Context: an optimization exercise on an open-source flow, tuned for small area, a short achievable clock period and few clock cycles per item. The choices shown serve that exercise and are no tape-out recipe. The RTL was checked by simulation tests, not by an equivalence proof against the original design.

==> inputs of v31 <==
Design ntt_top, start of the top module:
module ntt_top (
  input  wire        clk, rst, start,
  input  wire [15:0] din0, din1, din2, din3, din4, din5, din6, din7, din8, din9, din10, din11, din12, din13, din14, din15,
  output wire [15:0] dout0, dout1, dout2, dout3, dout4, dout5, dout6, dout7, dout8, dout9, dout10, dout11, dout12, dout13, dout14, dout15,
  output wire        done
);
  wire [4:0] x0 = din0[4:0];
  wire [4:0] x1 = din1[4:0];
  wire [4:0] x2 = din2[4:0];
  wire [4:0] x3 = din3[4:0];
  wire [4:0] x4 = din4[4:0];
  wire [4:0] x5 = din5[4:0];
  wire [4:0] x6 = din6[4:0];
  wire [4:0] x7 = din7[4:0];
  wire [4:0] x8 = din8[4:0];
  wire [4:0] x9 = din9[4:0];
  wire [4:0] x10 = din10[4:0];
  wire [4:0] x11 = din11[4:0];
  wire [4:0] x12 = din12[4:0];
  wire [4:0] x13 = din13[4:0];
  wire [4:0] x14 = din14[4:0];
  wire [4:0] x15 = din15[4:0];
  wire s1, c2;
  ntt_fa u_s1 (.a(x0[0]), .b(~x0[4]), .c(x8[0]), .s(s1), .co(c2));
  wire s3, c4;
  ntt_fa u_s3 (.a(x0[1]), .b(x8[1]), .c(c2), .s(s3), .co(c4));
  wire s5, c6;
  ntt_fa u_s5 (.a(x0[2]), .b(x8[2]), .c(c4), .s(s5), .co(c6));
  wire s7, c8;
  ntt_fa u_s7 (.a(x0[3]), .b(x8[3]), .c(c6), .s(s7), .co(c8));
  wire s9, c10;
  ntt_fa u_s9 (.a(x8[4]), .b(~s1), .c(c8), .s(s9), .co(c10));
  wire s11, c12;
  ntt_fa u_s11 (.a(x0[0]), .b(~x0[4]), .c(x8[4]), .s(s11), .co(c12));
  wire s13, c14;
  ntt_fa u_s13 (.a(x0[1]), .b(~x8[1]), .c(c12), .s(s13), .co(c14));
  wire s15, c16;
  ntt_fa u_s15 (.a(x0[2]), .b(~x8[2]), .c(c14), .s(s15), .co(c16));
  wire s17, c18;
  ntt_fa u_s17 (.a(x0[3]), .b(~x8[3]), .c(c16), .s(s17), .co(c18));
  wire s19, c20;
  ntt_fa u_s19 (.a(x8[0]), .b(~s11), .c(c18), .s(s19), .co(c20));
  wire s21, c22;
  ntt_fa u_s21 (.a(x4[0]), .b(~x4[4]), .c(x12[0]), .s(s21), .co(c22));
  wire s23, c24;
  ntt_fa u_s23 (.a(x4[1]), .b(x12[1]), .c(c22), .s(s23), .co(c24));
  wire s25, c26;
  ...
Settings: LEC_CHECK=0, CAP_MARGIN=20, CORE_MARGIN=2, CORE_UTILIZATION=30, CTS_BUF_LIST=sky130_fd_sc_hd__clkbuf_8, PLACE_DENSITY=0.8, SETUP_SLACK_MARGIN=2.0, SLEW_MARGIN=20, SYNTH_HIERARCHICAL=1, SYNTH_MINIMUM_KEEP_SIZE=0; clock period 22.0 ns.
standard.sh (not shown) runs the stock make flow with config.mk's settings and CLKGATE_MAP_FILE= SYNTH_SCRIPT=/design/flow/synth_recipe.tcl, a recipe that flattens the netlist after the stock synthesis.
==> flow/flow/run.sh <==
#!/bin/bash
# The standard layout (standard.sh: the standard flow's synthesis and ORFS flow), with two
# placement options changed:
#  - port buffers are sky130_fd_sc_hd__buf_1 instead of the default pick;
#  - the constant-0 outputs share tie cells instead of one tie cell per port.
set -euo pipefail
bash standard.sh \
  "BUFFER_PORTS_ARGS=-buffer_cell sky130_fd_sc_hd__buf_1" \
  SKIP_REPAIR_TIE_FANOUT=1 \
  finish > standard_flow.log 2>&1
==> v38 (differences from v31) <==
- CORE_UTILIZATION: 30 -> 50
==> v11 (differences from v31) <==
- CTS_BUF_LIST: sky130_fd_sc_hd__clkbuf_8 -> not set
- PLACE_DENSITY: 0.8 -> not set
==> run notes <==
Worst setup slack for register-to-register paths: v31 21.19 ns; v11 21.21 ns; v38 21.20 ns
Placement row count: v31 77; v11 77; v38 59
Core occupancy in the finished layout: v31 0.3085; v11 0.3108; v38 0.5075
Pin slew with the least headroom to its limit: v31 0.6170 ns; v11 0.5367 ns; v38 0.6556 ns
Final estimated routing congestion in global placement: v31 0.8831; v11 0.8647; v38 0.9074
Routed via count divided by cell count: v31 4.196; v11 4.108; v38 4.966
Stages on worst setup path: v31 39; v11 35; v38 39
Vias in the first global route: v31 9357; v11 9182; v38 9549
Total core area: v31 43930 um2; v11 43930 um2; v38 26060 um2
Post-detailed-placement cell area: v31 13310 um2; v11 13320 um2; v38 12990 um2
Count of clock buffers in the final design: v31 9; v11 9; v38 10
Post-layout minimum cycle time: v31 18.03 ns; v11 17.94 ns; v38 18.04 ns
Timing-limited maximum frequency: v31 0.05547 GHz; v11 0.05576 GHz; v38 0.05543 GHz
Initial detailed-routing violation count: v31 323; v11 380; v38 379
Remaining max-slew budget at the tightest pin: v31 0.5887; v11 0.6422; v38 0.5629
Worst Setup SP: v31 din3[0]; v11 din7[0]; v38 din3[0]
Post-Place Cells: v31 1905; v11 1906; v38 1648
Result of the run: v31 finished clean; v11 finished clean; v38 finished clean
Die area: v31 45900 um2; v11 45900 um2; v38 27840 um2
Taps Inserted: v31 592; v11 592; v38 335
Final standard cell count with taps included and fillers excluded: v31 1925; v11 1923; v38 1665
Total wirelength of the detailed-routed design: v31 32.27 mm; v11 31.37 mm; v38 28.86 mm
Worst endpoint data arrival time: v31 13.63 ns; v11 13.54 ns; v38 13.64 ns
Testbench counts of v31, summed over its fixed seeds: cycles 2,400, items 2,400.
Testbench counts of v38, summed over its fixed seeds: cycles 2,400, items 2,400.
Testbench counts of v11, summed over its fixed seeds: cycles 2,400, items 2,400.

========
==> run A: inputs <==
ntt_top, a different RTL version from the one above (not shown whole).
clock: 22.0 ns
lec_check: 0
cap_margin: 20
core_margin: 2
core_utilization: 30
setup_slack_margin: 2.0
slew_margin: 20
synth_hierarchical: 1
synth_minimum_keep_size: 0
Scripts as last shown in full above: flow/flow/run.sh
==> inputs of run P, as changes to run A <==
- CTS_BUF_LIST: default -> sky130_fd_sc_hd__clkbuf_8
==> qor summary <==
quantity	run P	run A
Run status	timing/DRC/antenna clean	timing/DRC/antenna clean
Share of the final layout cell area in multi-input gates	66.96%	66.47%
Launch point of the worst hold path	res[12][2]	res[12][4]
Clock network latency to the later pin of the worst-skew pair	0.39 ns	0.35 ns
Minimum clock period after layout	18.63 ns	18.62 ns
GR Layer Usage met3	2.791%	2.833%
Post-detailed-routing wire length	31570 um	31500 um
Total number of vias	8060	8072
Vias per inst	4.140	4.146
Area growth from synthesis to layout	1.811%	2.566%
Final-layout fill cell count	4650	4636
Max Fclk	53.68 MHz	53.69 MHz
Worst EP arrival	14.23 ns	14.22 ns
Capture endpoint of the worst hold path	res[12][2]	res[12][4]
Root Buffer Master	sky130_fd_sc_hd__clkbuf_8	sky130_fd_sc_hd__clkbuf_16
Testbench counts of run A, summed over its fixed seeds: cycles 2,400, items 2,400.
Testbench counts of run P, summed over its fixed seeds: cycles 2,400, items 2,400.

static timing again, ports no longer ideal:
In the flow no input, the clock included, has a driving cell. The finished layouts below were timed again as built, in two steps.
Step 1 (the two cells are an assumption about what drives the block):
set clk [get_ports {clk}]
set_driving_cell -lib_cell sky130_fd_sc_hd__clkbuf_16 $clk
set_driving_cell -lib_cell sky130_fd_sc_hd__buf_2 [delete_from_list [all_inputs] $clk]
Step 2 also shifts input and output timing later by t, the mid clock arrival at the registers, as if the neighbouring blocks saw the same clock.
a / b / c = ideal ports / drivers / drivers and shift; a / b = the first two.
run | t (ns) | setup slack, ns | clock arrival spread, ns | worst slew at a driven data input, ns | cell pins on the clock port's net
v31 | 0.427 | 3.972 / 3.951 / 3.951 | 0.018 / 0.018 | 0.09 | 1
v38 | 0.430 | 3.960 / 3.939 / 3.939 | 0.017 / 0.018 | 0.09 | 1
v11 | 0.404 | 4.064 / 4.041 / 4.041 | 0.016 / 0.017 | 0.09 | 1
run A | 0.399 | 3.375 / 3.355 / 3.355 | 0.013 / 0.013 | 0.10 | 1
run P | 0.429 | 3.370 / 3.350 / 3.350 | 0.022 / 0.022 | 0.10 | 1
After both steps every run listed still meets setup and hold. The setup slack of v11, which loses most, moves by -0.023 ns with the drivers and by -0.023 ns with both steps.
